What follows belongs to an exercise in optimizing a design on an open flow for small area and a short achievable clock period; a production flow would make more cautious choices. No functional check of the RTL was part of any run shown here. Power is estimated from default activity; no workload was simulated.

## flow/design.v

```verilog
module mxu_pe_mac_lo (
    input wire [7:0] w,
    input wire p1_0, n1_0, n2_0,   
    input wire p1_1, n1_1, p2_1, n2_1,
    input wire [12:0] ps,
    output wire [12:0] lo,
    output wire t
);
  wire p2_0 = 1'b0;
  wire [8:0] pp0;
  wire negz0 = n1_0 | n2_0;
  assign pp0[0] = (p1_0 & w[0]) | (n1_0 & ~w[0]) | n2_0;
  assign pp0[1] = (p1_0 & w[1]) | (n1_0 & ~w[1]) | (p2_0 & w[0]) | (n2_0 & ~w[0]);
  assign pp0[2] = (p1_0 & w[2]) | (n1_0 & ~w[2]) | (p2_0 & w[1]) | (n2_0 & ~w[1]);
  assign pp0[3] = (p1_0 & w[3]) | (n1_0 & ~w[3]) | (p2_0 & w[2]) | (n2_0 & ~w[2]);
  assign pp0[4] = (p1_0 & w[4]) | (n1_0 & ~w[4]) | (p2_0 & w[3]) | (n2_0 & ~w[3]);
  assign pp0[5] = (p1_0 & w[5]) | (n1_0 & ~w[5]) | (p2_0 & w[4]) | (n2_0 & ~w[4]);
  assign pp0[6] = (p1_0 & w[6]) | (n1_0 & ~w[6]) | (p2_0 & w[5]) | (n2_0 & ~w[5]);
  assign pp0[7] = (p1_0 & w[7]) | (n1_0 & ~w[7]) | (p2_0 & w[6]) | (n2_0 & ~w[6]);
  assign pp0[8] = (p1_0 & w[7]) | (n1_0 & ~w[7]) | (p2_0 & w[7]) | (n2_0 & ~w[7]);
  wire [8:0] pp1;
  wire negz1 = n1_1 | n2_1;
  assign pp1[0] = (p1_1 & w[0]) | (n1_1 & ~w[0]) | n2_1;
  assign pp1[1] = (p1_1 & w[1]) | (n1_1 & ~w[1]) | (p2_1 & w[0]) | (n2_1 & ~w[0]);
  assign pp1[2] = (p1_1 & w[2]) | (n1_1 & ~w[2]) | (p2_1 & w[1]) | (n2_1 & ~w[1]);
  assign pp1[3] = (p1_1 & w[3]) | (n1_1 & ~w[3]) | (p2_1 & w[2]) | (n2_1 & ~w[2]);
  assign pp1[4] = (p1_1 & w[4]) | (n1_1 & ~w[4]) | (p2_1 & w[3]) | (n2_1 & ~w[3]);
  assign pp1[5] = (p1_1 & w[5]) | (n1_1 & ~w[5]) | (p2_1 & w[4]) | (n2_1 & ~w[4]);
  assign pp1[6] = (p1_1 & w[6]) | (n1_1 & ~w[6]) | (p2_1 & w[5]) | (n2_1 & ~w[5]);
  assign pp1[7] = (p1_1 & w[7]) | (n1_1 & ~w[7]) | (p2_1 & w[6]) | (n2_1 & ~w[6]);
  assign pp1[8] = (p1_1 & w[7]) | (n1_1 & ~w[7]) | (p2_1 & w[7]) | (n2_1 & ~w[7]);
  wire ly3, ls1, lc2;
  mxu_pe_hx u_ly3 (.a(ps[2]), .b(negz1), .x(ly3));
  mxu_pe_hx u_ls1 (.a(ly3), .b(pp0[2]), .x(ls1));
  mxu_pe_maj u_lc2 (.a(ps[2]), .b(negz1), .c(pp0[2]), .y(lc2));
  wire ly6, ls4, lc5;
  mxu_pe_hx u_ly6 (.a(ps[3]), .b(pp0[3]), .x(ly6));
  mxu_pe_hx u_ls4 (.a(ly6), .b(pp1[1]), .x(ls4));
  mxu_pe_maj u_lc5 (.a(ps[3]), .b(pp0[3]), .c(pp1[1]), .y(lc5));
  wire ly9, ls7, lc8;
  mxu_pe_hx u_ly9 (.a(ps[4]), .b(pp0[4]), .x(ly9));
  mxu_pe_hx u_ls7 (.a(ly9), .b(pp1[2]), .x(ls7));
  mxu_pe_maj u_lc8 (.a(ps[4]), .b(pp0[4]), .c(pp1[2]), .y(lc8));
  wire ly12, ls10, lc11;
  mxu_pe_hx u_ly12 (.a(ps[5]), .b(pp0[5]), .x(ly12));
  mxu_pe_hx u_ls10 (.a(ly12), .b(pp1[3]), .x(ls10));
  mxu_pe_maj u_lc11 (.a(ps[5]), .b(pp0[5]), .c(pp1[3]), .y(lc11));
  wire ly15, ls13, lc14;
  mxu_pe_hx u_ly15 (.a(ps[6]), .b(pp0[6]), .x(ly15));
  mxu_pe_hx u_ls13 (.a(ly15), .b(pp1[4]), .x(ls13));
  mxu_pe_maj u_lc14 (.a(ps[6]), .b(pp0[6]), .c(pp1[4]), .y(lc14));
  wire ly18, ls16, lc17;
  mxu_pe_hx u_ly18 (.a(ps[7]), .b(pp0[7]), .x(ly18));
  mxu_pe_hx u_ls16 (.a(ly18), .b(pp1[5]), .x(ls16));
  mxu_pe_maj u_lc17 (.a(ps[7]), .b(pp0[7]), .c(pp1[5]), .y(lc17));
  wire ly21, ls19, lc20;
  mxu_pe_hx u_ly21 (.a(~ps[8]), .b(~pp0[8]), .x(ly21));
  mxu_pe_hx u_ls19 (.a(ly21), .b(pp1[6]), .x(ls19));
  mxu_pe_maj u_lc20 (.a(~ps[8]), .b(~pp0[8]), .c(pp1[6]), .y(lc20));
  wire ly24, ls22, lc23;
  mxu_pe_hx u_ly24 (.a(~ps[9]), .b(pp1[7]), .x(ly24));
  mxu_pe_hx u_ls22 (.a(ly24), .b(ps[8]), .x(ls22));
  mxu_pe_maj u_lc23 (.a(~ps[9]), .b(pp1[7]), .c(ps[8]), .y(lc23));
  wire ly27, ls25, lc26;
  mxu_pe_hx u_ly27 (.a(ps[10]), .b(~pp1[8]), .x(ly27));
  mxu_pe_hx u_ls25 (.a(ly27), .b(ps[9]), .x(ls25));
  mxu_pe_maj u_lc26 (.a(ps[10]), .b(~pp1[8]), .c(ps[9]), .y(lc26));
  wire [12:0] ra = {ps[12], ~ps[11], ls25, ls22, ls19, ls16, ls13, ls10, ls7, ls4, ls1, ps[1], ps[0]};
  wire [12:0] rb = {ps[11], lc26, lc23, lc20, lc17, lc14, lc11, lc8, lc5, lc2, pp1[0], pp0[1], pp0[0]};
  mxu_pe_add13 add (.a(ra), .b(rb), .cin(negz0), .sum(lo), .cout(t));
endmodule
module mxu_pe_mac_hi (
    input wire [7:0] w,
    input wire p1_2, n1_2, p2_2, n2_2,
    input wire p1_3, n1_3, p2_3, n2_3,
    input wire [23:0] x,
    input wire t,
    output wire [23:0] result
);
  wire [8:0] pp2;
  wire negz2 = n1_2 | n2_2;
  assign pp2[0] = (p1_2 & w[0]) | (n1_2 & ~w[0]) | n2_2;
  assign pp2[1] = (p1_2 & w[1]) | (n1_2 & ~w[1]) | (p2_2 & w[0]) | (n2_2 & ~w[0]);
  assign pp2[2] = (p1_2 & w[2]) | (n1_2 & ~w[2]) | (p2_2 & w[1]) | (n2_2 & ~w[1]);
  assign pp2[3] = (p1_2 & w[3]) | (n1_2 & ~w[3]) | (p2_2 & w[2]) | (n2_2 & ~w[2]);
  assign pp2[4] = (p1_2 & w[4]) | (n1_2 & ~w[4]) | (p2_2 & w[3]) | (n2_2 & ~w[3]);
  assign pp2[5] = (p1_2 & w[5]) | (n1_2 & ~w[5]) | (p2_2 & w[4]) | (n2_2 & ~w[4]);
  assign pp2[6] = (p1_2 & w[6]) | (n1_2 & ~w[6]) | (p2_2 & w[5]) | (n2_2 & ~w[5]);
  assign pp2[7] = (p1_2 & w[7]) | (n1_2 & ~w[7]) | (p2_2 & w[6]) | (n2_2 & ~w[6]);
  assign pp2[8] = (p1_2 & w[7]) | (n1_2 & ~w[7]) | (p2_2 & w[7]) | (n2_2 & ~w[7]);
  wire [8:0] pp3;
  wire negz3 = n1_3 | n2_3;
  assign pp3[0] = (p1_3 & w[0]) | (n1_3 & ~w[0]) | n2_3;
  assign pp3[1] = (p1_3 & w[1]) | (n1_3 & ~w[1]) | (p2_3 & w[0]) | (n2_3 & ~w[0]);
  assign pp3[2] = (p1_3 & w[2]) | (n1_3 & ~w[2]) | (p2_3 & w[1]) | (n2_3 & ~w[1]);
  assign pp3[3] = (p1_3 & w[3]) | (n1_3 & ~w[3]) | (p2_3 & w[2]) | (n2_3 & ~w[2]);
  assign pp3[4] = (p1_3 & w[4]) | (n1_3 & ~w[4]) | (p2_3 & w[3]) | (n2_3 & ~w[3]);
  assign pp3[5] = (p1_3 & w[5]) | (n1_3 & ~w[5]) | (p2_3 & w[4]) | (n2_3 & ~w[4]);
  assign pp3[6] = (p1_3 & w[6]) | (n1_3 & ~w[6]) | (p2_3 & w[5]) | (n2_3 & ~w[5]);
  assign pp3[7] = (p1_3 & w[7]) | (n1_3 & ~w[7]) | (p2_3 & w[6]) | (n2_3 & ~w[6]);
  assign pp3[8] = (p1_3 & w[7]) | (n1_3 & ~w[7]) | (p2_3 & w[7]) | (n2_3 & ~w[7]);
  wire hy3, hs1, hc2;
  mxu_pe_hx u_hy3 (.a(x[6]), .b(negz3), .x(hy3));
  mxu_pe_hx u_hs1 (.a(hy3), .b(pp2[2]), .x(hs1));
  mxu_pe_maj u_hc2 (.a(x[6]), .b(negz3), .c(pp2[2]), .y(hc2));
  wire hy6, hs4, hc5;
  mxu_pe_hx u_hy6 (.a(x[7]), .b(pp2[3]), .x(hy6));
  mxu_pe_hx u_hs4 (.a(hy6), .b(pp3[1]), .x(hs4));
  mxu_pe_maj u_hc5 (.a(x[7]), .b(pp2[3]), .c(pp3[1]), .y(hc5));
  wire hy9, hs7, hc8;
  mxu_pe_hx u_hy9 (.a(x[8]), .b(pp2[4]), .x(hy9));
  mxu_pe_hx u_hs7 (.a(hy9), .b(pp3[2]), .x(hs7));
  mxu_pe_maj u_hc8 (.a(x[8]), .b(pp2[4]), .c(pp3[2]), .y(hc8));
  wire hy12, hs10, hc11;
  mxu_pe_hx u_hy12 (.a(x[9]), .b(pp2[5]), .x(hy12));
  mxu_pe_hx u_hs10 (.a(hy12), .b(pp3[3]), .x(hs10));
  mxu_pe_maj u_hc11 (.a(x[9]), .b(pp2[5]), .c(pp3[3]), .y(hc11));
  wire hy15, hs13, hc14;
  mxu_pe_hx u_hy15 (.a(x[10]), .b(pp2[6]), .x(hy15));
  mxu_pe_hx u_hs13 (.a(hy15), .b(pp3[4]), .x(hs13));
  mxu_pe_maj u_hc14 (.a(x[10]), .b(pp2[6]), .c(pp3[4]), .y(hc14));
  wire hy18, hs16, hc17;
  mxu_pe_hx u_hy18 (.a(x[11]), .b(pp2[7]), .x(hy18));
  mxu_pe_hx u_hs16 (.a(hy18), .b(pp3[5]), .x(hs16));
  mxu_pe_maj u_hc17 (.a(x[11]), .b(pp2[7]), .c(pp3[5]), .y(hc17));
  wire hy21, hs19, hc20;
  mxu_pe_hx u_hy21 (.a(x[12]), .b(~pp2[8]), .x(hy21));
  mxu_pe_hx u_hs19 (.a(hy21), .b(pp3[6]), .x(hs19));
  mxu_pe_maj u_hc20 (.a(x[12]), .b(~pp2[8]), .c(pp3[6]), .y(hc20));
  wire hy24, hs22, hc23;
  mxu_pe_hx u_hy24 (.a(~x[13]), .b(t), .x(hy24));
  mxu_pe_hx u_hs22 (.a(hy24), .b(pp3[7]), .x(hs22));
  mxu_pe_maj u_hc23 (.a(~x[13]), .b(t), .c(pp3[7]), .y(hc23));
  wire hy27, hs25, hc26;
  mxu_pe_hx u_hy27 (.a(x[14]), .b(~pp3[8]), .x(hy27));
  mxu_pe_hx u_hs25 (.a(hy27), .b(x[13]), .x(hs25));
  mxu_pe_maj u_hc26 (.a(x[14]), .b(~pp3[8]), .c(x[13]), .y(hc26));
  wire [19:0] ra = {~x[23], ~x[22], ~x[21], ~x[20], ~x[19], ~x[18], ~x[17], ~x[16], ~x[15], hs25, hs22, hs19, hs16, hs13, hs10, hs7, hs4, hs1, x[5], x[4]};
  wire [19:0] rb = {x[22], x[21], x[20], x[19], x[18], x[17], x[16], x[15], hc26, hc23, hc20, hc17, hc14, hc11, hc8, hc5, hc2, pp3[0], pp2[1], pp2[0]};
  wire [19:0] sum;
  wire c_unused;
  mxu_pe_add20 add (.a(ra), .b(rb), .cin(negz2), .sum(sum), .cout(c_unused));
  assign result = {sum, x[3:0]};
endmodule
module mxu_pe_add13 (
    input wire [12:0] a,
    input wire [12:0] b,
    input wire cin,
    output wire [12:0] sum,
    output wire cout
);
  wire [12:0] x;
  wire gn0_1, pn0_1;
  mxu_pe_pg0 u_pg0 (.a(a[0]), .b(b[0]), .gn(gn0_1), .pn(pn0_1));
  mxu_pe_hx u_x0 (.a(a[0]), .b(b[0]), .x(x[0]));
  wire gn0_2, pn0_2;
  mxu_pe_pg0 u_pg1 (.a(a[1]), .b(b[1]), .gn(gn0_2), .pn(pn0_2));
  mxu_pe_hx u_x1 (.a(a[1]), .b(b[1]), .x(x[1]));
  wire gn0_3, pn0_3;
  mxu_pe_pg0 u_pg2 (.a(a[2]), .b(b[2]), .gn(gn0_3), .pn(pn0_3));
  mxu_pe_hx u_x2 (.a(a[2]), .b(b[2]), .x(x[2]));
  wire gn0_4, pn0_4;
  mxu_pe_pg0 u_pg3 (.a(a[3]), .b(b[3]), .gn(gn0_4), .pn(pn0_4));
  mxu_pe_hx u_x3 (.a(a[3]), .b(b[3]), .x(x[3]));
  wire gn0_5, pn0_5;
  mxu_pe_pg0 u_pg4 (.a(a[4]), .b(b[4]), .gn(gn0_5), .pn(pn0_5));
  mxu_pe_hx u_x4 (.a(a[4]), .b(b[4]), .x(x[4]));
  wire gn0_6, pn0_6;
  mxu_pe_pg0 u_pg5 (.a(a[5]), .b(b[5]), .gn(gn0_6), .pn(pn0_6));
  mxu_pe_hx u_x5 (.a(a[5]), .b(b[5]), .x(x[5]));
  wire gn0_7, pn0_7;
  mxu_pe_pg0 u_pg6 (.a(a[6]), .b(b[6]), .gn(gn0_7), .pn(pn0_7));
  mxu_pe_hx u_x6 (.a(a[6]), .b(b[6]), .x(x[6]));
  wire gn0_8, pn0_8;
  mxu_pe_pg0 u_pg7 (.a(a[7]), .b(b[7]), .gn(gn0_8), .pn(pn0_8));
  mxu_pe_hx u_x7 (.a(a[7]), .b(b[7]), .x(x[7]));
  wire gn0_9, pn0_9;
  mxu_pe_pg0 u_pg8 (.a(a[8]), .b(b[8]), .gn(gn0_9), .pn(pn0_9));
  mxu_pe_hx u_x8 (.a(a[8]), .b(b[8]), .x(x[8]));
  wire gn0_10, pn0_10;
  mxu_pe_pg0 u_pg9 (.a(a[9]), .b(b[9]), .gn(gn0_10), .pn(pn0_10));
  mxu_pe_hx u_x9 (.a(a[9]), .b(b[9]), .x(x[9]));
  wire gn0_11, pn0_11;
  mxu_pe_pg0 u_pg10 (.a(a[10]), .b(b[10]), .gn(gn0_11), .pn(pn0_11));
  mxu_pe_hx u_x10 (.a(a[10]), .b(b[10]), .x(x[10]));
  wire gn0_12, pn0_12;
  mxu_pe_pg0 u_pg11 (.a(a[11]), .b(b[11]), .gn(gn0_12), .pn(pn0_12));
  mxu_pe_hx u_x11 (.a(a[11]), .b(b[11]), .x(x[11]));
  wire gn0_13, pn0_13;
  mxu_pe_pg0 u_pg12 (.a(a[12]), .b(b[12]), .gn(gn0_13), .pn(pn0_13));
  mxu_pe_hx u_x12 (.a(a[12]), .b(b[12]), .x(x[12]));
  wire cinn = ~cin;
  wire g1_0 = ~cinn;
  wire g1_1;
  mxu_pe_gi u_n1_1 (.gnh(gn0_1), .pnh(pn0_1), .gnl(cinn), .g(g1_1));
  wire g1_2 = ~gn0_2;
  wire p1_2 = ~pn0_2;
  wire g1_3, p1_3;
  mxu_pe_gpi u_n1_3 (.gnh(gn0_3), .pnh(pn0_3), .gnl(gn0_2), .pnl(pn0_2), .g(g1_3), .p(p1_3));
  wire g1_4 = ~gn0_4;
  wire p1_4 = ~pn0_4;
  wire g1_5, p1_5;
  mxu_pe_gpi u_n1_5 (.gnh(gn0_5), .pnh(pn0_5), .gnl(gn0_4), .pnl(pn0_4), .g(g1_5), .p(p1_5));
  wire g1_6 = ~gn0_6;
  wire p1_6 = ~pn0_6;
  wire g1_7, p1_7;
  mxu_pe_gpi u_n1_7 (.gnh(gn0_7), .pnh(pn0_7), .gnl(gn0_6), .pnl(pn0_6), .g(g1_7), .p(p1_7));
  wire g1_8 = ~gn0_8;
  wire p1_8 = ~pn0_8;
  wire g1_9, p1_9;
  mxu_pe_gpi u_n1_9 (.gnh(gn0_9), .pnh(pn0_9), .gnl(gn0_8), .pnl(pn0_8), .g(g1_9), .p(p1_9));
  wire g1_10 = ~gn0_10;
  wire p1_10 = ~pn0_10;
  wire g1_11, p1_11;
  mxu_pe_gpi u_n1_11 (.gnh(gn0_11), .pnh(pn0_11), .gnl(gn0_10), .pnl(pn0_10), .g(g1_11), .p(p1_11));
  wire g1_12 = ~gn0_12;
  wire p1_12 = ~pn0_12;
  wire g1_13, p1_13;
  mxu_pe_gpi u_n1_13 (.gnh(gn0_13), .pnh(pn0_13), .gnl(gn0_12), .pnl(pn0_12), .g(g1_13), .p(p1_13));
  wire g2_0 = ~g1_0;
  wire g2_1 = ~g1_1;
  wire g2_2;
  mxu_pe_gt u_n2_2 (.gh(g1_2), .ph(p1_2), .gl(g1_1), .gn(g2_2));
  wire g2_3;
  mxu_pe_gt u_n2_3 (.gh(g1_3), .ph(p1_3), .gl(g1_1), .gn(g2_3));
  wire g2_4 = ~g1_4;
  wire p2_4 = ~p1_4;
  wire g2_5 = ~g1_5;
  wire p2_5 = ~p1_5;
  wire g2_6, p2_6;
  mxu_pe_gpt u_n2_6 (.gh(g1_6), .ph(p1_6), .gl(g1_5), .pl(p1_5), .gn(g2_6), .pn(p2_6));
  wire g2_7, p2_7;
  mxu_pe_gpt u_n2_7 (.gh(g1_7), .ph(p1_7), .gl(g1_5), .pl(p1_5), .gn(g2_7), .pn(p2_7));
  wire g2_8 = ~g1_8;
  wire p2_8 = ~p1_8;
  wire g2_9 = ~g1_9;
  wire p2_9 = ~p1_9;
  wire g2_10, p2_10;
  mxu_pe_gpt u_n2_10 (.gh(g1_10), .ph(p1_10), .gl(g1_9), .pl(p1_9), .gn(g2_10), .pn(p2_10));
  wire g2_11, p2_11;
  mxu_pe_gpt u_n2_11 (.gh(g1_11), .ph(p1_11), .gl(g1_9), .pl(p1_9), .gn(g2_11), .pn(p2_11));
  wire g2_12 = ~g1_12;
  wire p2_12 = ~p1_12;
  wire g2_13 = ~g1_13;
  wire p2_13 = ~p1_13;
  wire g3_0 = ~g2_0;
  wire g3_1 = ~g2_1;
  wire g3_2 = ~g2_2;
  wire g3_3 = ~g2_3;
  wire g3_4;
  mxu_pe_gi u_n3_4 (.gnh(g2_4), .pnh(p2_4), .gnl(g2_3), .g(g3_4));
  wire g3_5;
  mxu_pe_gi u_n3_5 (.gnh(g2_5), .pnh(p2_5), .gnl(g2_3), .g(g3_5));
  wire g3_6;
  mxu_pe_gi u_n3_6 (.gnh(g2_6), .pnh(p2_6), .gnl(g2_3), .g(g3_6));
  wire g3_7;
  mxu_pe_gi u_n3_7 (.gnh(g2_7), .pnh(p2_7), .gnl(g2_3), .g(g3_7));
  wire g3_8 = ~g2_8;
  wire p3_8 = ~p2_8;
  wire g3_9 = ~g2_9;
  wire p3_9 = ~p2_9;
  wire g3_10 = ~g2_10;
  wire p3_10 = ~p2_10;
  wire g3_11 = ~g2_11;
  wire p3_11 = ~p2_11;
  wire g3_12, p3_12;
  mxu_pe_gpi u_n3_12 (.gnh(g2_12), .pnh(p2_12), .gnl(g2_11), .pnl(p2_11), .g(g3_12), .p(p3_12));
  wire g3_13, p3_13;
  mxu_pe_gpi u_n3_13 (.gnh(g2_13), .pnh(p2_13), .gnl(g2_11), .pnl(p2_11), .g(g3_13), .p(p3_13));
  wire g4_0 = ~g3_0;
  wire g4_1 = ~g3_1;
  wire g4_2 = ~g3_2;
  wire g4_3 = ~g3_3;
  wire g4_4 = ~g3_4;
  wire g4_5 = ~g3_5;
  wire g4_6 = ~g3_6;
  wire g4_7 = ~g3_7;
  wire g4_8;
  mxu_pe_gt u_n4_8 (.gh(g3_8), .ph(p3_8), .gl(g3_7), .gn(g4_8));
  wire g4_9;
  mxu_pe_gt u_n4_9 (.gh(g3_9), .ph(p3_9), .gl(g3_7), .gn(g4_9));
  wire g4_10;
  mxu_pe_gt u_n4_10 (.gh(g3_10), .ph(p3_10), .gl(g3_7), .gn(g4_10));
  wire g4_11;
  mxu_pe_gt u_n4_11 (.gh(g3_11), .ph(p3_11), .gl(g3_7), .gn(g4_11));
  wire g4_12;
  mxu_pe_gt u_n4_12 (.gh(g3_12), .ph(p3_12), .gl(g3_7), .gn(g4_12));
  wire g4_13;
  mxu_pe_gt u_n4_13 (.gh(g3_13), .ph(p3_13), .gl(g3_7), .gn(g4_13));
  assign sum[0] = ~(x[0] ^ g4_0);
  assign sum[1] = ~(x[1] ^ g4_1);
  assign sum[2] = ~(x[2] ^ g4_2);
  assign sum[3] = ~(x[3] ^ g4_3);
  assign sum[4] = ~(x[4] ^ g4_4);
  assign sum[5] = ~(x[5] ^ g4_5);
  assign sum[6] = ~(x[6] ^ g4_6);
  assign sum[7] = ~(x[7] ^ g4_7);
  assign sum[8] = ~(x[8] ^ g4_8);
  assign sum[9] = ~(x[9] ^ g4_9);
  assign sum[10] = ~(x[10] ^ g4_10);
  assign sum[11] = ~(x[11] ^ g4_11);
  assign sum[12] = ~(x[12] ^ g4_12);
  assign cout = ~g4_13;
endmodule
module mxu_pe_add20 (
    input wire [19:0] a,
    input wire [19:0] b,
    input wire cin,
    output wire [19:0] sum,
    output wire cout
);
  wire [19:0] x;
  wire gn0_1, pn0_1;
  mxu_pe_pg0 u_pg0 (.a(a[0]), .b(b[0]), .gn(gn0_1), .pn(pn0_1));
  mxu_pe_hx u_x0 (.a(a[0]), .b(b[0]), .x(x[0]));
  wire gn0_2, pn0_2;
  mxu_pe_pg0 u_pg1 (.a(a[1]), .b(b[1]), .gn(gn0_2), .pn(pn0_2));
  mxu_pe_hx u_x1 (.a(a[1]), .b(b[1]), .x(x[1]));
  wire gn0_3, pn0_3;
  mxu_pe_pg0 u_pg2 (.a(a[2]), .b(b[2]), .gn(gn0_3), .pn(pn0_3));
  mxu_pe_hx u_x2 (.a(a[2]), .b(b[2]), .x(x[2]));
  wire gn0_4, pn0_4;
  mxu_pe_pg0 u_pg3 (.a(a[3]), .b(b[3]), .gn(gn0_4), .pn(pn0_4));
  mxu_pe_hx u_x3 (.a(a[3]), .b(b[3]), .x(x[3]));
  wire gn0_5, pn0_5;
  mxu_pe_pg0 u_pg4 (.a(a[4]), .b(b[4]), .gn(gn0_5), .pn(pn0_5));
  mxu_pe_hx u_x4 (.a(a[4]), .b(b[4]), .x(x[4]));
  wire gn0_6, pn0_6;
  mxu_pe_pg0 u_pg5 (.a(a[5]), .b(b[5]), .gn(gn0_6), .pn(pn0_6));
  mxu_pe_hx u_x5 (.a(a[5]), .b(b[5]), .x(x[5]));
  wire gn0_7, pn0_7;
  mxu_pe_pg0 u_pg6 (.a(a[6]), .b(b[6]), .gn(gn0_7), .pn(pn0_7));
  mxu_pe_hx u_x6 (.a(a[6]), .b(b[6]), .x(x[6]));
  wire gn0_8, pn0_8;
  mxu_pe_pg0 u_pg7 (.a(a[7]), .b(b[7]), .gn(gn0_8), .pn(pn0_8));
  mxu_pe_hx u_x7 (.a(a[7]), .b(b[7]), .x(x[7]));
  wire gn0_9, pn0_9;
  mxu_pe_pg0 u_pg8 (.a(a[8]), .b(b[8]), .gn(gn0_9), .pn(pn0_9));
  mxu_pe_hx u_x8 (.a(a[8]), .b(b[8]), .x(x[8]));
  wire gn0_10, pn0_10;
  mxu_pe_pg0 u_pg9 (.a(a[9]), .b(b[9]), .gn(gn0_10), .pn(pn0_10));
  mxu_pe_hx u_x9 (.a(a[9]), .b(b[9]), .x(x[9]));
  wire gn0_11, pn0_11;
  mxu_pe_pg0 u_pg10 (.a(a[10]), .b(b[10]), .gn(gn0_11), .pn(pn0_11));
  mxu_pe_hx u_x10 (.a(a[10]), .b(b[10]), .x(x[10]));
  wire gn0_12, pn0_12;
  mxu_pe_pg0 u_pg11 (.a(a[11]), .b(b[11]), .gn(gn0_12), .pn(pn0_12));
  mxu_pe_hx u_x11 (.a(a[11]), .b(b[11]), .x(x[11]));
  wire gn0_13, pn0_13;
  mxu_pe_pg0 u_pg12 (.a(a[12]), .b(b[12]), .gn(gn0_13), .pn(pn0_13));
  mxu_pe_hx u_x12 (.a(a[12]), .b(b[12]), .x(x[12]));
  wire gn0_14, pn0_14;
  mxu_pe_pg0 u_pg13 (.a(a[13]), .b(b[13]), .gn(gn0_14), .pn(pn0_14));
  mxu_pe_hx u_x13 (.a(a[13]), .b(b[13]), .x(x[13]));
  wire gn0_15, pn0_15;
  mxu_pe_pg0 u_pg14 (.a(a[14]), .b(b[14]), .gn(gn0_15), .pn(pn0_15));
  mxu_pe_hx u_x14 (.a(a[14]), .b(b[14]), .x(x[14]));
  wire gn0_16, pn0_16;
  mxu_pe_pg0 u_pg15 (.a(a[15]), .b(b[15]), .gn(gn0_16), .pn(pn0_16));
  mxu_pe_hx u_x15 (.a(a[15]), .b(b[15]), .x(x[15]));
  wire gn0_17, pn0_17;
  mxu_pe_pg0 u_pg16 (.a(a[16]), .b(b[16]), .gn(gn0_17), .pn(pn0_17));
  mxu_pe_hx u_x16 (.a(a[16]), .b(b[16]), .x(x[16]));
  wire gn0_18, pn0_18;
  mxu_pe_pg0 u_pg17 (.a(a[17]), .b(b[17]), .gn(gn0_18), .pn(pn0_18));
  mxu_pe_hx u_x17 (.a(a[17]), .b(b[17]), .x(x[17]));
  wire gn0_19, pn0_19;
  mxu_pe_pg0 u_pg18 (.a(a[18]), .b(b[18]), .gn(gn0_19), .pn(pn0_19));
  mxu_pe_hx u_x18 (.a(a[18]), .b(b[18]), .x(x[18]));
  wire gn0_20, pn0_20;
  mxu_pe_pg0 u_pg19 (.a(a[19]), .b(b[19]), .gn(gn0_20), .pn(pn0_20));
  mxu_pe_hx u_x19 (.a(a[19]), .b(b[19]), .x(x[19]));
  wire cinn = ~cin;
  wire g1_0 = ~cinn;
  wire g1_1;
  mxu_pe_gi u_n1_1 (.gnh(gn0_1), .pnh(pn0_1), .gnl(cinn), .g(g1_1));
  wire g1_2 = ~gn0_2;
  wire p1_2 = ~pn0_2;
  wire g1_3, p1_3;
  mxu_pe_gpi u_n1_3 (.gnh(gn0_3), .pnh(pn0_3), .gnl(gn0_2), .pnl(pn0_2), .g(g1_3), .p(p1_3));
  wire g1_4 = ~gn0_4;
  wire p1_4 = ~pn0_4;
  wire g1_5, p1_5;
  mxu_pe_gpi u_n1_5 (.gnh(gn0_5), .pnh(pn0_5), .gnl(gn0_4), .pnl(pn0_4), .g(g1_5), .p(p1_5));
  wire g1_6 = ~gn0_6;
  wire p1_6 = ~pn0_6;
  wire g1_7, p1_7;
  mxu_pe_gpi u_n1_7 (.gnh(gn0_7), .pnh(pn0_7), .gnl(gn0_6), .pnl(pn0_6), .g(g1_7), .p(p1_7));
  wire g1_8 = ~gn0_8;
  wire p1_8 = ~pn0_8;
  wire g1_9, p1_9;
  mxu_pe_gpi u_n1_9 (.gnh(gn0_9), .pnh(pn0_9), .gnl(gn0_8), .pnl(pn0_8), .g(g1_9), .p(p1_9));
  wire g1_10 = ~gn0_10;
  wire p1_10 = ~pn0_10;
  wire g1_11, p1_11;
  mxu_pe_gpi u_n1_11 (.gnh(gn0_11), .pnh(pn0_11), .gnl(gn0_10), .pnl(pn0_10), .g(g1_11), .p(p1_11));
  wire g1_12 = ~gn0_12;
  wire p1_12 = ~pn0_12;
  wire g1_13, p1_13;
  mxu_pe_gpi u_n1_13 (.gnh(gn0_13), .pnh(pn0_13), .gnl(gn0_12), .pnl(pn0_12), .g(g1_13), .p(p1_13));
  wire g1_14 = ~gn0_14;
  wire p1_14 = ~pn0_14;
  wire g1_15, p1_15;
  mxu_pe_gpi u_n1_15 (.gnh(gn0_15), .pnh(pn0_15), .gnl(gn0_14), .pnl(pn0_14), .g(g1_15), .p(p1_15));
  wire g1_16 = ~gn0_16;
  wire p1_16 = ~pn0_16;
  wire g1_17, p1_17;
  mxu_pe_gpi u_n1_17 (.gnh(gn0_17), .pnh(pn0_17), .gnl(gn0_16), .pnl(pn0_16), .g(g1_17), .p(p1_17));
  wire g1_18 = ~gn0_18;
  wire p1_18 = ~pn0_18;
  wire g1_19, p1_19;
  mxu_pe_gpi u_n1_19 (.gnh(gn0_19), .pnh(pn0_19), .gnl(gn0_18), .pnl(pn0_18), .g(g1_19), .p(p1_19));
  wire g1_20 = ~gn0_20;
  wire p1_20 = ~pn0_20;
  wire g2_0 = ~g1_0;
  wire g2_1 = ~g1_1;
  wire g2_2;
  mxu_pe_gt u_n2_2 (.gh(g1_2), .ph(p1_2), .gl(g1_1), .gn(g2_2));
  wire g2_3;
  mxu_pe_gt u_n2_3 (.gh(g1_3), .ph(p1_3), .gl(g1_1), .gn(g2_3));
  wire g2_4 = ~g1_4;
  wire p2_4 = ~p1_4;
  wire g2_5 = ~g1_5;
  wire p2_5 = ~p1_5;
  wire g2_6, p2_6;
  mxu_pe_gpt u_n2_6 (.gh(g1_6), .ph(p1_6), .gl(g1_5), .pl(p1_5), .gn(g2_6), .pn(p2_6));
  wire g2_7, p2_7;
  mxu_pe_gpt u_n2_7 (.gh(g1_7), .ph(p1_7), .gl(g1_5), .pl(p1_5), .gn(g2_7), .pn(p2_7));
  wire g2_8 = ~g1_8;
  wire p2_8 = ~p1_8;
  wire g2_9 = ~g1_9;
  wire p2_9 = ~p1_9;
  wire g2_10, p2_10;
  mxu_pe_gpt u_n2_10 (.gh(g1_10), .ph(p1_10), .gl(g1_9), .pl(p1_9), .gn(g2_10), .pn(p2_10));
  wire g2_11, p2_11;
  mxu_pe_gpt u_n2_11 (.gh(g1_11), .ph(p1_11), .gl(g1_9), .pl(p1_9), .gn(g2_11), .pn(p2_11));
  wire g2_12 = ~g1_12;
  wire p2_12 = ~p1_12;
  wire g2_13 = ~g1_13;
  wire p2_13 = ~p1_13;
  wire g2_14, p2_14;
  mxu_pe_gpt u_n2_14 (.gh(g1_14), .ph(p1_14), .gl(g1_13), .pl(p1_13), .gn(g2_14), .pn(p2_14));
  wire g2_15, p2_15;
  mxu_pe_gpt u_n2_15 (.gh(g1_15), .ph(p1_15), .gl(g1_13), .pl(p1_13), .gn(g2_15), .pn(p2_15));
  wire g2_16 = ~g1_16;
  wire p2_16 = ~p1_16;
  wire g2_17 = ~g1_17;
  wire p2_17 = ~p1_17;
  wire g2_18, p2_18;
  mxu_pe_gpt u_n2_18 (.gh(g1_18), .ph(p1_18), .gl(g1_17), .pl(p1_17), .gn(g2_18), .pn(p2_18));
  wire g2_19, p2_19;
  mxu_pe_gpt u_n2_19 (.gh(g1_19), .ph(p1_19), .gl(g1_17), .pl(p1_17), .gn(g2_19), .pn(p2_19));
  wire g2_20 = ~g1_20;
  wire p2_20 = ~p1_20;
  wire g3_0 = ~g2_0;
  wire g3_1 = ~g2_1;
  wire g3_2 = ~g2_2;
  wire g3_3 = ~g2_3;
  wire g3_4;
  mxu_pe_gi u_n3_4 (.gnh(g2_4), .pnh(p2_4), .gnl(g2_3), .g(g3_4));
  wire g3_5;
  mxu_pe_gi u_n3_5 (.gnh(g2_5), .pnh(p2_5), .gnl(g2_3), .g(g3_5));
  wire g3_6;
  mxu_pe_gi u_n3_6 (.gnh(g2_6), .pnh(p2_6), .gnl(g2_3), .g(g3_6));
  wire g3_7;
  mxu_pe_gi u_n3_7 (.gnh(g2_7), .pnh(p2_7), .gnl(g2_3), .g(g3_7));
  wire g3_8 = ~g2_8;
  wire p3_8 = ~p2_8;
  wire g3_9 = ~g2_9;
  wire p3_9 = ~p2_9;
  wire g3_10 = ~g2_10;
  wire p3_10 = ~p2_10;
  wire g3_11 = ~g2_11;
  wire p3_11 = ~p2_11;
  wire g3_12, p3_12;
  mxu_pe_gpi u_n3_12 (.gnh(g2_12), .pnh(p2_12), .gnl(g2_11), .pnl(p2_11), .g(g3_12), .p(p3_12));
  wire g3_13, p3_13;
  mxu_pe_gpi u_n3_13 (.gnh(g2_13), .pnh(p2_13), .gnl(g2_11), .pnl(p2_11), .g(g3_13), .p(p3_13));
  wire g3_14, p3_14;
  mxu_pe_gpi u_n3_14 (.gnh(g2_14), .pnh(p2_14), .gnl(g2_11), .pnl(p2_11), .g(g3_14), .p(p3_14));
  wire g3_15, p3_15;
  mxu_pe_gpi u_n3_15 (.gnh(g2_15), .pnh(p2_15), .gnl(g2_11), .pnl(p2_11), .g(g3_15), .p(p3_15));
  wire g3_16 = ~g2_16;
  wire p3_16 = ~p2_16;
  wire g3_17 = ~g2_17;
  wire p3_17 = ~p2_17;
  wire g3_18 = ~g2_18;
  wire p3_18 = ~p2_18;
  wire g3_19 = ~g2_19;
  wire p3_19 = ~p2_19;
  wire g3_20, p3_20;
  mxu_pe_gpi u_n3_20 (.gnh(g2_20), .pnh(p2_20), .gnl(g2_19), .pnl(p2_19), .g(g3_20), .p(p3_20));
  wire g4_0 = ~g3_0;
  wire g4_1 = ~g3_1;
  wire g4_2 = ~g3_2;
  wire g4_3 = ~g3_3;
  wire g4_4 = ~g3_4;
  wire g4_5 = ~g3_5;
  wire g4_6 = ~g3_6;
  wire g4_7 = ~g3_7;
  wire g4_8;
  mxu_pe_gt u_n4_8 (.gh(g3_8), .ph(p3_8), .gl(g3_7), .gn(g4_8));
  wire g4_9;
  mxu_pe_gt u_n4_9 (.gh(g3_9), .ph(p3_9), .gl(g3_7), .gn(g4_9));
  wire g4_10;
  mxu_pe_gt u_n4_10 (.gh(g3_10), .ph(p3_10), .gl(g3_7), .gn(g4_10));
  wire g4_11;
  mxu_pe_gt u_n4_11 (.gh(g3_11), .ph(p3_11), .gl(g3_7), .gn(g4_11));
  wire g4_12;
  mxu_pe_gt u_n4_12 (.gh(g3_12), .ph(p3_12), .gl(g3_7), .gn(g4_12));
  wire g4_13;
  mxu_pe_gt u_n4_13 (.gh(g3_13), .ph(p3_13), .gl(g3_7), .gn(g4_13));
  wire g4_14;
  mxu_pe_gt u_n4_14 (.gh(g3_14), .ph(p3_14), .gl(g3_7), .gn(g4_14));
  wire g4_15;
  mxu_pe_gt u_n4_15 (.gh(g3_15), .ph(p3_15), .gl(g3_7), .gn(g4_15));
  wire g4_16 = ~g3_16;
  wire p4_16 = ~p3_16;
  wire g4_17 = ~g3_17;
  wire p4_17 = ~p3_17;
  wire g4_18 = ~g3_18;
  wire p4_18 = ~p3_18;
  wire g4_19 = ~g3_19;
  wire p4_19 = ~p3_19;
  wire g4_20 = ~g3_20;
  wire p4_20 = ~p3_20;
  wire g5_0 = ~g4_0;
  wire g5_1 = ~g4_1;
  wire g5_2 = ~g4_2;
  wire g5_3 = ~g4_3;
  wire g5_4 = ~g4_4;
  wire g5_5 = ~g4_5;
  wire g5_6 = ~g4_6;
  wire g5_7 = ~g4_7;
  wire g5_8 = ~g4_8;
  wire g5_9 = ~g4_9;
  wire g5_10 = ~g4_10;
  wire g5_11 = ~g4_11;
  wire g5_12 = ~g4_12;
  wire g5_13 = ~g4_13;
  wire g5_14 = ~g4_14;
  wire g5_15 = ~g4_15;
  wire g5_16;
  mxu_pe_gi u_n5_16 (.gnh(g4_16), .pnh(p4_16), .gnl(g4_15), .g(g5_16));
  wire g5_17;
  mxu_pe_gi u_n5_17 (.gnh(g4_17), .pnh(p4_17), .gnl(g4_15), .g(g5_17));
  wire g5_18;
  mxu_pe_gi u_n5_18 (.gnh(g4_18), .pnh(p4_18), .gnl(g4_15), .g(g5_18));
  wire g5_19;
  mxu_pe_gi u_n5_19 (.gnh(g4_19), .pnh(p4_19), .gnl(g4_15), .g(g5_19));
  wire g5_20;
  mxu_pe_gi u_n5_20 (.gnh(g4_20), .pnh(p4_20), .gnl(g4_15), .g(g5_20));
  assign sum[0] = x[0] ^ g5_0;
  assign sum[1] = x[1] ^ g5_1;
  assign sum[2] = x[2] ^ g5_2;
  assign sum[3] = x[3] ^ g5_3;
  assign sum[4] = x[4] ^ g5_4;
  assign sum[5] = x[5] ^ g5_5;
  assign sum[6] = x[6] ^ g5_6;
  assign sum[7] = x[7] ^ g5_7;
  assign sum[8] = x[8] ^ g5_8;
  assign sum[9] = x[9] ^ g5_9;
  assign sum[10] = x[10] ^ g5_10;
  assign sum[11] = x[11] ^ g5_11;
  assign sum[12] = x[12] ^ g5_12;
  assign sum[13] = x[13] ^ g5_13;
  assign sum[14] = x[14] ^ g5_14;
  assign sum[15] = x[15] ^ g5_15;
  assign sum[16] = x[16] ^ g5_16;
  assign sum[17] = x[17] ^ g5_17;
  assign sum[18] = x[18] ^ g5_18;
  assign sum[19] = x[19] ^ g5_19;
  assign cout = g5_20;
endmodule
module mxu_pe_hipre (input wire [8:0] xh, input wire c, output wire [8:0] sel0,
                     output wire [8:0] sel1);
  wire [8:0] xh_m1 = xh - 9'd1;
  wire [8:0] xh_p1 = xh + 9'd1;
  assign sel0 = c ? xh : xh_m1;
  assign sel1 = c ? xh_p1 : xh;
endmodule
module mxu_pe_mux9 (input wire [8:0] sel0, input wire [8:0] sel1, input wire s,
                    output wire [8:0] y);
  assign y = s ? sel1 : sel0;
endmodule
module mxu_pe_pg0 (input wire a, input wire b, output wire gn, output wire pn);
  assign gn = ~(a & b);
  assign pn = ~(a | b);
endmodule
module mxu_pe_maj (input wire a, input wire b, input wire c, output wire y);
  assign y = (a & b) | (a & c) | (b & c);
endmodule
module mxu_pe_hx (input wire a, input wire b, output wire x);
  assign x = a ^ b;
endmodule
module mxu_pe_gpt (input wire gh, input wire ph, input wire gl, input wire pl,
                   output wire gn, output wire pn);
  assign gn = ~(gh | (ph & gl));
  assign pn = ~(ph & pl);
endmodule
module mxu_pe_gpi (input wire gnh, input wire pnh, input wire gnl, input wire pnl,
                   output wire g, output wire p);
  assign g = ~(gnh & (pnh | gnl));
  assign p = ~(pnh | pnl);
endmodule
module mxu_pe_gt (input wire gh, input wire ph, input wire gl, output wire gn);
  assign gn = ~(gh | (ph & gl));
endmodule
module mxu_pe_gi (input wire gnh, input wire pnh, input wire gnl, output wire g);
  assign g = ~(gnh & (pnh | gnl));
endmodule
module mxu_pe #(
    parameter Y_INDEX = 0   
) (
    input wire clk,
    input wire rst_n,
    input wire load_phase,
    input wire [7:0] load_weight_target_y,
    input wire [7:0] load_weight,
    input wire [7:0] activation,
    input wire [23:0] partial_sum,
    output reg [23:0] result,
    output reg phase_out,
    output reg [7:0] load_weight_target_y_out,
    output reg [7:0] weight_out,
    output reg [7:0] activation_out_bw
);
  reg ld1, ld2;
  reg [7:0] ty1, ty2;
  reg [7:0] lw1, lw2;
  reg [7:0] act1, act2, act3, act4;
  reg p1_0, n1_0, n2_0, p1_1, n1_1, p2_1, n2_1;   
  reg p1_2, n1_2, p2_2, n2_2, p1_3, n1_3, p2_3, n2_3;   
  function [3:0] booth_enc;   
    input [2:0] b;
    reg one, two;
    begin
      one = b[1] ^ b[0];
      two = (b[2] ^ b[1]) & ~(b[1] ^ b[0]);
      booth_enc = {one & ~b[2], one & b[2], two & ~b[2], two & b[2]};
    end
  endfunction
  wire [3:0] enc0 = booth_enc({activation[1:0], 1'b0});
  wire [3:0] enc1 = booth_enc(activation[3:1]);
  wire [3:0] enc2 = booth_enc(act1[5:3]);
  wire [3:0] enc3 = booth_enc(act1[7:5]);
  reg [23:0] ps1;
  reg [23:0] mac2;
  reg mac2_t;
  reg [7:0] w_cur, w_old, w_nx1, w_nx2;
  wire hit2 = ld2 && (ty2 == Y_INDEX);
  wire [12:0] lo1;
  wire t1;
  wire [23:0] x2 = {mac2[23:13], ~mac2[12], mac2[11:0]};
  wire [23:0] sum2;
  mxu_pe_mac_lo mac_lo (
      .w(w_cur),
      .p1_0(p1_0),
      .n1_0(n1_0),
      .n2_0(n2_0),
      .p1_1(p1_1),
      .n1_1(n1_1),
      .p2_1(p2_1),
      .n2_1(n2_1),
      .ps(ps1[12:0]),
      .lo(lo1),
      .t(t1)
  );
  mxu_pe_mac_hi mac_hi (
      .w(w_old),
      .p1_2(p1_2),
      .n1_2(n1_2),
      .p2_2(p2_2),
      .n2_2(n2_2),
      .p1_3(p1_3),
      .n1_3(n1_3),
      .p2_3(p2_3),
      .n2_3(n2_3),
      .x(x2),
      .t(mac2_t),
      .result(sum2)
  );
  always @(posedge clk or negedge rst_n) begin
    if (!rst_n) begin
      ld1 <= 1'b0;
      ty1 <= 8'b0;
      lw1 <= 8'b0;
      ld2 <= 1'b0;
      ty2 <= 8'b0;
      lw2 <= 8'b0;
      phase_out <= 1'b0;
      load_weight_target_y_out <= 8'b0;
      weight_out <= 8'b0;
      act1 <= 8'b0;
      act2 <= 8'b0;
      act3 <= 8'b0;
      act4 <= 8'b0;
      activation_out_bw <= 8'b0;
      {p1_0, n1_0, n2_0} <= 3'b0;
      {p1_1, n1_1, p2_1, n2_1} <= 4'b0;
      {p1_2, n1_2, p2_2, n2_2} <= 4'b0;
      {p1_3, n1_3, p2_3, n2_3} <= 4'b0;
      ps1 <= 24'b0;
      mac2 <= 24'b0;
      mac2_t <= 1'b0;
      result <= 24'b0;
      w_cur <= 8'b0;
      w_old <= 8'b0;
      w_nx1 <= 8'b0;
      w_nx2 <= 8'b0;
    end else begin
      ld1 <= load_phase;
      ty1 <= load_weight_target_y;
      lw1 <= load_weight;
      ld2 <= ld1;
      ty2 <= ty1;
      lw2 <= lw1;
      phase_out <= ld2;
      load_weight_target_y_out <= ty2;
      weight_out <= lw2;
      act1 <= activation;
      act2 <= act1;
      act3 <= act2;
      act4 <= act3;
      activation_out_bw <= act4;
      {p1_0, n1_0, n2_0} <= {enc0[3:2], enc0[0]};
      {p1_1, n1_1, p2_1, n2_1} <= enc1;
      {p1_2, n1_2, p2_2, n2_2} <= enc2;
      {p1_3, n1_3, p2_3, n2_3} <= enc3;
      ps1 <= partial_sum;
      mac2 <= {ps1[23:13], ~lo1[12], lo1[11:0]};
      mac2_t <= t1;
      result <= sum2;
      w_nx2 <= hit2 ? lw2 : w_old;
      w_nx1 <= w_nx2;
      w_cur <= w_nx1;
      w_old <= w_cur;
    end
  end
endmodule
```

## flow/flow/run.sh

```bash
#!/bin/bash
# Standard ORFS layout with smaller port buffers and a clock tree without dummy loads.
set -euo pipefail
export BUFFER_PORTS_ARGS="-buffer_cell sky130_fd_sc_hd__buf_1"
export CTS_ARGS="-sink_clustering_enable -sink_clustering_size 30 -sink_clustering_max_diameter 80 -repair_clock_nets -dont_use_dummy_load -buf_list {sky130_fd_sc_hd__clkbuf_16}"
bash standard.sh > standard_flow.log 2>&1
```

## flow/standard.sh

```bash
#!/bin/bash
# synth_recipe.tcl (not shown) runs the flow's synth.tcl, then flattens the netlist and writes it again
# the make line also repeats each setting of config.mk as NAME=value (left out here)
make -C /OpenROAD-flow-scripts/flow DESIGN_CONFIG=/design/flow/config.mk WORK_HOME=/design/flow/orfs CLKGATE_MAP_FILE= SYNTH_SCRIPT=/design/flow/synth_recipe.tcl "${@:-finish}"
```

## flow/config.mk

```make
export PLATFORM = sky130hd
export DESIGN_NAME = mxu_pe
export DESIGN_NICKNAME = mxu_pe
export VERILOG_FILES = /design/flow/design.v
export SDC_FILE = /design/flow/constraint.sdc
export NUM_CORES = 4
export LEC_CHECK = 0
export CAP_MARGIN = 20
export CORE_MARGIN = 2
export CORE_UTILIZATION = 60
export SETUP_SLACK_MARGIN = 3.6
export SLEW_MARGIN = 20
export SYNTH_HIERARCHICAL = 1
```

## flow/constraint.sdc

```tcl
create_clock -name core_clock -period 6.2 [get_ports {clk}]
set_input_delay 1.2400 -clock core_clock [delete_from_list [all_inputs] [get_ports {clk}]]
set_output_delay 1.2400 -clock core_clock [all_outputs]
set_load 0.01 [all_outputs]
```

==> results of run 1 <==
## how the worst min path moves through the flow
stage / startpoint / end / slack [ns]
after floorplan: act1[0] / act2[0] / 0.33
after global placement: lw1[0] / lw2[0] / 0.33
after detailed placement: act4[6] / activation_out_bw[6] / 0.33
after CTS: ty1[5] / ty2[5] / 0.30
after global routing: ty1[4] / ty2[4] / 0.32
final: ty1[5] / ty2[5] / 0.30
## cells in the final DEF, fill, tap and decap left out, types with 11 or more instances in the layout
cell type and count:
buf_4 34, dfrtp_2 21, o21ai_2 24, nor2b_1 11, a21oi_2 29, nor2_1 46, buf_1 98, clkbuf_16 11
maj3_2 18, nand2_1 64, inv_1 57, dfrtp_1 190, mux2i_1 44, xor2_1 85, xnor2_1 17
## registers in the layout, summed over array words and instances, names as in the netlist, 8 cells and up
register,count
ty1,8
act2,8
result,24
activation_out_bw,8
lw2,8
act4,8
load_weight_target_y_out,8
weight_out,8
lw1,8
mac2,24
act1,8
act3,8
ps1,24
w_nx2,8
w_nx1,8
w_old,8
w_cur,8
ty2,8
## what timing repair did
action / 4_1_cts / 5_1_grt
buffers inserted: 17 / 19
gates resized for setup: 24 / 29
setup endpoints to repair: 20 / 19
pin swaps: 8 / 28
## power groups by stage
stage | combinational [W] | clock [W] | sequential [W]
2_1_floorplan | 0.000727 | 0 | 0.00167
3_5_place_dp | 0.000972 | 0 | 0.00166
3_3_place_gp | 0.000937 | 0 | 0.00166
6_report | 0.00119 | 0.000709 | 0.00163
5_1_grt | 0.00131 | 0.000785 | 0.00165
4_1_cts | 0.00111 | 0.000731 | 0.00163
## area by class of cell
cell class / instances / area share [%]
Inverter: 57 / 2.19
Tap cell: 180 / 2.30
Timing Repair Buffer: 136 / 6.81
Sequential cell: 211 / 54.2
Multi-Input combinational cell: 409 / 31.7
Clock buffer: 11 / 2.81
## layer usage
metal	vias to the layer above	GRT usage, %
li1	2461	-
met1	2549	26.8
met2	84	35.4
met3	18	2.40
met4	0	5.04
met5	-	0
## through the flow
step	setup WS (ns)	util (%)	power (W)	area [um2]	hold slack, ns
6_report	3.54	70.3	0.00353	9790	0.302
3_5_place_dp	3.28	65.2	0.00263	9080	0.335
2_1_floorplan	3.62	-	0.00240	8580	0.331
5_1_grt	3.42	70.3	0.00374	9790	0.315
3_3_place_gp	3.39	65.2	0.00259	9080	0.331
4_1_cts	3.61	68.7	0.00347	9580	0.304
## worst register-to-register path, delay by kind of cell (launching register included)
family	cells	cell delay, ns
XOR/XNOR	3	0.66
AO/OA/AOI/OAI	6	1.07
flip-flops	1	0.46
AND/OR/NAND/NOR	2	0.39
==> run notes, run 1 <==
status no timing/DRC/antenna violations; crit path time final approximately 2.7 ns; clk buf depth 3; Comb pwr share between 30% and 40%; P_int ~0.0024 W; DR pass1 iterations 4; skew final ~0.056 ns; # clock sinks around 210; DRT antenna net count 0; FP Rows 43; most used cell, CP xor2_1; Psw ~0.0012 W; Die Height approximately 120 um; area occupied by multi-input gates a little over 0.003 mm2; Critical Path RT between 6 and 7 ns; Worst Hold Class reg -> reg; total of fill cells in the finished design 1,027; first-iteration detailed-routing DRC count around 220; Top Layer Used met4; CTS tree built; GRT Total Usage between 20% and 30%; Vias/cell 5.09; Slew @ Worst Pin approximately 0.78 ns; Rel. slew slack between 40% and 50%; Clk Latency, worst-skew pair ~0.47 ns; die width 124 um; Hold Crit Depth 0; PD cells 360 mW/mm2; Leak Pwr between 4 and 5 nW; Max-Cap Viols 0; Final Hold Viols 0; setup slack, reg-to-reg ~3.5 ns; Buf+Inv Stages, Crit Path 0; Root Driver clkbuf_16; FMAX roughly 380 MHz; post-DP HPWL ~10,000 um; Initial Util between 60% and 70%; vias in the first global route a little over 5,000; RSZ-0062 raised after global routing yes; endpoints failing setup 0; # IOs 100; cell family with most CP delay compound AO/OA/AOI/OAI gates; DRC viols 0; largest net degree at the start of global routing 154; cell total after placement between 900 and 1,000; critical path class reg -> reg; metal3 WL a little under 500 um; Slew Viols, Final 0; FF-to-FF Start w_old[7]; port bufs ~100; Setup Total Neg Slack 0 ns; GP Congestion between 0.8 and 0.9; clock share of power between 20% and 30%; Layout Nets 877; Crit path arrival time roughly 3.1 ns; crit path to result[22]; die area 0.0153 mm2; Critical Path Start Type flip-flop; Net Sw Frac about a third; CTS H-Tree Depth 1; sequential share of power between 40% and 50%; Avg WL per Cell between 15 and 20 um; Post-CTS Hold Buffers 0; final WL between 15,000 and 20,000 um; Reg area 0.00531 mm2; first-pass GRT wire length 24,000 um; Mean Syn Cell Area about 12 um2; R2R Path End result[22]; area of the core 0.0139 mm2; Worst path depth 11; slowest CP cell dfrtp_2; Gate Count Post-Synth ~700; Num CTS Buffers 11; via count around 5,100; maximum fanout along the worst path 5; crit path launch w_old[7]; Mapped Area 0.00858 mm2; synth-to-layout area growth 14.1%; GRT overflow 0; Period Utilization, post-route between 40% and 50%; Clk pin slew, worst setup/hold paths 0.11 ns; maximum vdd drop roughly 0.28 mV; WL met1 approximately 6500 um; worst-path cell chain or2_0 > a221o_1 > xor2_1 > xor2_1 > nand2_1 > o21ai_4 > a21oi_2 > o21ai_2 > a21oi_4 > o21ai_2 > xor2_1; YS warnings 7; slowest stage delay, CP between 0.4 and 0.5 ns; crit end category flip-flop; initial antenna violation count 0; Routed met2 length between 8000 and 9000 um; Synth Net Count ~750; Worst Reg2Reg Path Length in Cells 11; ANT cells 0; fraction of layout cells with a size suffix above 1 a little over a fifth; Finished Layout Cells 1,004
==> inputs of run 2 (changes only) <==
--- a/flow/config.mk
+++ b/flow/config.mk
@@ -8,6 +8,6 @@
 export CAP_MARGIN = 20
 export CORE_MARGIN = 2
 export CORE_UTILIZATION = 60
-export SETUP_SLACK_MARGIN = 3.6
+export SETUP_SLACK_MARGIN = 3.9
 export SLEW_MARGIN = 20
 export SYNTH_HIERARCHICAL = 1
==> run notes, run 2 <==
Gate Count Post-Synth 698; final worst setup slack 3.72 ns; PD cells between 300 and 400 mW/mm2; Slew Viols, Final 0; Critical Path Start Type flip-flop; maximum fanout along the worst path 5; GRT Total Usage around 21%; Layout Nets ~900; crit path launch w_old[7]; # clock sinks ~210; leading cell type in the layout, fill and taps excluded dfrtp_1; Slew @ Worst Pin roughly 0.67 ns; first-iteration detailed-routing DRC count between 200 and 250; die area roughly 0.015 mm2; ANT cells 0; GRT overflow 0; FP Rows 43; fraction of layout cells with a size suffix above 1 between 20% and 30%; Root Driver clkbuf_16; die width 124 um; status no timing/DRC/antenna violations; endpoints failing setup 0; Setup Total Neg Slack 0 ns; Mean Syn Cell Area 12.3 um2; # IOs 100; Clk pin slew, worst setup/hold paths around 0.10 ns; pre-CTS WS approximately 3.5 ns; FF-to-FF Start w_old[7]; final WL 15,900 um; Crit path arrival time roughly 2.8 ns; port bufs 99; setup slack, reg-to-reg approximately 3.7 ns; crit end category flip-flop; critical path class reg -> reg; crit path time final 2.48 ns; DRC viols 0; Critical Path RT about 6.6 ns; Final Hold Viols 0; area occupied by multi-input gates approximately 0.0033 mm2; Period Utilization, post-route 40.0%; Rel. slew slack 55.3%; Mapped Area about 0.0086 mm2; CTS tree built; slowest CP cell dfrtp_2; vias in the first global route roughly 5,300; Max-Cap Viols 0; Vias/cell roughly 5.0; post-DP HPWL 10,600 um; skew final 0.0407 ns; R2R Path End result[21]; FMAX 403 MHz; Num CTS Buffers 12; via count 5,219; slowest stage delay, CP approximately 0.4 ns; initial antenna violation count 0; most frequent cells in the layout dfrtp_1 (191), buf_1 (98), xor2_1 (81); CTS H-Tree Depth 1; Leak Pwr between 4 and 5 nW; Clk Latency, worst-skew pair ~0.46 ns; area of the core between 0.01 and 0.015 mm2; largest net degree at the start of global routing between 90 and 100; synth-to-layout area growth 20.2%; GP Congestion 0.831; Worst Reg2Reg Path Length in Cells 10; worst-path cell chain or2b_1 > a221o_1 > maj3_2 > nor2_4 > nor2_4 > a21oi_4 > o21ai_2 > a21oi_4 > o21ai_1 > xor2_1; maximum vdd drop 0.265 mV; biggest regs mac2 (24), ps1 (24), result (24); crit path to result[21]; Avg WL per Cell roughly 15 um; Die Height roughly 120 um; first-pass GRT wire length between 20,000 and 30,000 um; total of fill cells in the finished design slightly below 1,000; YS warnings 7; DR pass1 iterations 4; DRT antenna net count 0; Synth Net Count 749; Initial Util 61.6%; RSZ-0062 raised after global routing yes; clk buf depth 3; Worst Hold Class reg -> reg; Reg area ~0.0053 mm2
==> run 2: layout make-up <==
class / instances / share of cell area [%]
flip-flops and latches: 211 / 51.5
clock buffers: 12 / 2.91
inverters: 57 / 2.10
well taps: 180 / 2.18
multi-input cells: 409 / 31.8
repair buffers: 173 / 9.57
==> run 2: worst min-delay path by stage <==
stage                     slack, ns  cells after the start   endpoint     start
after floorplan                0.33                      0    act2[0]   act1[0]
after global placement         0.33                      0   mac2[20]   ps1[20]
after detailed placement       0.33                      0    act4[7]   act3[7]
after CTS                      0.35                      0  result[2]   mac2[2]
after global routing           0.35                      0   mac2[19]   ps1[19]
final                          0.34                      0   w_nx1[1]  w_nx2[1]
==> run 2: critical path: cells and delay by family (launching register included) <==
kind | cells | cell delay [ns]
simple gates | 3 | 0.51
fa+ha+maj | 1 | 0.37
compound gates | 5 | 0.92
xor+xnor | 1 | 0.16
flops | 1 | 0.41
==> run 2: per-layer routing <==
metal  routed length (um)  track usage, %
met4                  290            5.04
met2                 7990            35.9
met3                  620            3.55
met1                 7050            29.5
met5                    0               0
==> run 2: report_power, final <==
group	internal [W]	switching (W)	total (W)
Combinational	0.000601	0.000711	0.00131
Clock	0.000347	0.000388	0.000735
Sequential	0.00154	0.0000866	0.00163
==> run 2: through the flow <==
step	cells	total power, W	hold slack [ns]	util [%]	cell area [um2]
5_1_grt	1042	0.00390	0.349	74.0	10300
3_5_place_dp	958	0.00266	0.335	65.8	9160
4_1_cts	1023	0.00360	0.351	72.0	10000
6_report	1042	0.00368	0.344	74.0	10300
3_3_place_gp	958	0.00263	0.332	65.8	9160
2_1_floorplan	698	0.00244	0.331	-	8660
==> run 2: timing repair <==
action / CTS / global route
pin swaps: 45 / 36
gates resized for setup: 52 / 39
setup buffers: 53 / 19
endpoints found under the setup margin: 23 / 95
hold buffers: 0 / 0
cloned: 0 / 0

## afterwards: timing with drivers on the ports
How much do the figures lean on ideal ports? The routed layouts below were timed once more, with nothing changed but the port constraints. Step 1 sets driving cells, clkbuf_16 on the clock port and buf_2 on the other inputs (assumed; they add their load-dependent delay and slew). Step 2 times the ports against the registers' clock, not the clock port: input delays grow and output delays shrink by t, the midpoint of the rising clock arrivals with the driver on. Slacks: ideal / step 1 / step 2; pairs: ideal / step 1.
run	t (ns)	slack for setup (ns)	worst setup path after step 2	worst data-port slew with drivers (ns)	pins driven straight from the clock port
run 1	0.484	3.538 / 3.538 / 3.538	register to register	0.03	1
run 2	0.482	3.718 / 3.718 / 3.718	register to register	0.04	1
After both steps every run listed still meets setup and hold.
